This design comes from an exercise in tuning for small area, a short achievable clock period and few clock cycles per item on the open sky130 flow, not from production work. In this exercise RTL edits were held to simulation tests only and were not proved equivalent to the original. Power figures rest on the tool's default switching activity, not on a simulated workload.

==> run K: inputs <==
// EQ
module EQ(
    clk,
    rst_n,
    in_valid,
    in_row,
    in_col,
    out_valid,
    out
);
input clk, rst_n, in_valid;
input [2:0] in_row, in_col;
output logic out_valid;
output logic [2:0] out;
logic       got_a;       
logic       calc;        
logic       ph;          
logic [2:0] k;           
logic [2:0] ra, ca;      
logic [2:0] rb, cb;      
logic [5:0] idx;         
logic       h;
logic       hit;         
logic [5:0] idx_next;
logic [2:0] col0;        
logic [2:0] col;         
EQ_match u_match (.ra(ra), .ca(ca), .rb(rb), .cb(cb), .ph(ph), .hit(hit), .idx(idx_next), .col0(col0));
EQ_rom u_rom (.idx(idx), .k(k), .h(h), .col(col));
always_ff @(posedge clk) begin
    if (in_valid && !got_a) begin ra <= in_row; ca <= in_col; end
    else if (calc && !hit) ca <= ~ca;
    if (in_valid && got_a) begin rb <= in_row; cb <= in_col; end
    else if (calc && !hit) cb <= ~cb;
    if (calc) begin idx <= idx_next; h <= ph; end
    if (calc) out <= col0;
    else if (out_valid) out <= col;
end
always_ff @(posedge clk or negedge rst_n) begin
    if (!rst_n) begin
        got_a <= 1'b0; calc <= 1'b0; ph <= 1'b0; out_valid <= 1'b0; k <= 3'd0;
    end else begin
        got_a <= in_valid && !got_a;
        if (in_valid && got_a) begin calc <= 1'b1; ph <= 1'b0; end
        else if (calc && (hit || ph)) begin calc <= 1'b0; ph <= 1'b0; end
        else if (calc) ph <= 1'b1;
        if (calc && (hit || ph)) begin out_valid <= 1'b1; k <= 3'd0; end
        else if (out_valid) begin k <= k + 3'd1; if (k == 3'd7) out_valid <= 1'b0; end
    end
end
endmodule
export LEC_CHECK = 0
export ABC_AREA = 1
export CAP_MARGIN = 20
export CORE_MARGIN = 2
export CORE_UTILIZATION = 25
export SLEW_MARGIN = 20
create_clock -name core_clock -period 5.5 [get_ports {clk}]
run.sh (not shown) runs the stock make flow with config.mk's settings and CLKGATE_MAP_FILE= SYNTH_SCRIPT=/design/flow/synth_recipe.tcl, a recipe that flattens the netlist after the stock synthesis.
==> run Y: changes against run K <==
--- a/flow/config.mk
+++ b/flow/config.mk
@@ -9,4 +9,4 @@
 export CAP_MARGIN = 20
 export CORE_MARGIN = 2
-export CORE_UTILIZATION = 25
+export CORE_UTILIZATION = 40
 export SLEW_MARGIN = 20
==> comparison table <==
item	run Y	run K
Met3 Routed Length	2.13 mm	1.99 mm
Initial core utilization	0.406	0.254
Capture point of the critical path	ca[2]	ca[0]
Bufs w/o clock	13	16
R2R depth	16	15
Launch point of the worst path	ca[0]	rb[1]
Combinational share of power	0.799	0.816
Filler Cell Count	1709	2915
Tap cells	216	330
Count of placed standard cells including taps	1313	1430
Final Instance Count excl. Fillers	1321	1438
Worst slack, placed	1690 ps	1540 ps
Via count of the routed design	7920	7867
Post-DR wirelength/cell	19.2 um	18.2 um
Met1 routed wirelength after detailed routing	10.4 mm	11.0 mm
Required time at the worst-slack endpoint	5450 ps	5430 ps
Max rail drop VDD	0.000269 V	0.000220 V
Run status	timing/DRC/antenna clean	timing/DRC/antenna clean
Testbench counts of run K, summed over its fixed seeds: cycles 4,707, puzzles 384.
Testbench counts of run Y, summed over its fixed seeds: cycles 4,707, puzzles 384.

---

==> quartz <==
Another version of the RTL of EQ (not shown whole).
make LEC_CHECK=0 ABC_AREA=1 CAP_MARGIN=20 CORE_MARGIN=2 CORE_UTILIZATION=50 SETUP_SLACK_MARGIN=3.0 SLEW_MARGIN=20 finish   # period 5.5 ns
==> pepper: changes against quartz <==
Settings changed: PLACE_DENSITY set to 0.9, SETUP_SLACK_MARGIN 3.0 to 2.7.
==> maple: changes against quartz <==
Settings changed: PLACE_DENSITY set to 0.8, SETUP_SLACK_MARGIN 3.0 to 2.5.
==> comparison table <==
                                                                  quartz            maple           pepper
Run status                                       timing/DRC/antenna clean  timing/DRC/antenna clean  timing/DRC/antenna clean
Relative contribution of sequential cells to total power            0.152            0.210            0.191
Estimated wirelength of the detail-placed design                  21.3 mm          20.7 mm          21.1 mm
Net switching power                                             0.00197 W        0.00164 W        0.00168 W
Largest fanout on the critical path                                     6                8                8
Post-layout power                                               0.00365 W        0.00296 W        0.00303 W
Post-route design area                                        0.00924 mm²      0.00749 mm²      0.00779 mm²
Multi-input logic area                                        0.00589 mm²      0.00496 mm²      0.00506 mm²
Switching power share of the total                                  0.539            0.554            0.553
Hold Worst Slack                                                 0.522 ns         0.490 ns         0.453 ns
Source of the critical timing path                        cb[7]$_DFFE_PP_  ca[2]$_DFFE_PP_  cb[4]$_DFFE_PP_
Average via count per standard cell                                  5.98             6.05             5.99
Launching point of the worst reg2reg path                 cb[7]$_DFFE_PP_  ca[2]$_DFFE_PP_  cb[4]$_DFFE_PP_
Combinational fraction of design power                              0.756            0.678            0.705
Non-filler cells, final                                              1541             1447             1475
Max transition margin                                               0.516            0.341            0.276
Met3 routed wirelength                                            3.19 mm          3.11 mm          3.10 mm
Testbench counts of quartz, summed over its fixed seeds: cycles 4,707, puzzles 384.
Testbench counts of pepper, summed over its fixed seeds: cycles 4,707, puzzles 384.
Testbench counts of maple, summed over its fixed seeds: cycles 4,707, puzzles 384.

## static timing again, ports no longer ideal
The flow's constraints put no driver on any port. The routed layouts listed below were extracted and timed again, unchanged, in two steps.
Step 1 sets driving cells, clkbuf_16 on the clock port and buf_2 on the other inputs (assumed; they add their load-dependent delay and slew).
Step 2 moves the port delays by t, midway between the first and last clock arrival at a register: inputs arrive t later, outputs are due t later. That takes back most of the time a late clock gives input paths.
Slacks: ideal ports / drivers / drivers and shift; pairs: ideal ports / drivers.
run | t (ns) | setup slack, ns | hold slack, ns | worst register clock-pin slew, ns | cell pins on the clock port's net
run K | 0.322 | 1.387 / 1.387 / 1.387 | 0.543 / 0.543 / 0.543 | 0.06 / 0.06 | 1
run Y | 0.320 | 1.603 / 1.603 / 1.603 | 0.550 / 0.550 / 0.550 | 0.05 / 0.05 | 1
quartz | 0.346 | 2.728 / 2.728 / 2.728 | 0.522 / 0.522 / 0.522 | 0.08 / 0.08 | 1
pepper | 0.334 | 2.795 / 2.795 / 2.559 | 0.453 / 0.453 / 0.453 | 0.07 / 0.07 | 1
maple | 0.345 | 2.713 / 2.713 / 2.602 | 0.490 / 0.490 / 0.490 | 0.08 / 0.08 | 1
After both steps setup and hold are still met in every run listed. For pepper, which loses most, drivers alone change the setup slack by 0.000 ns; drivers and shift together by -0.236 ns.
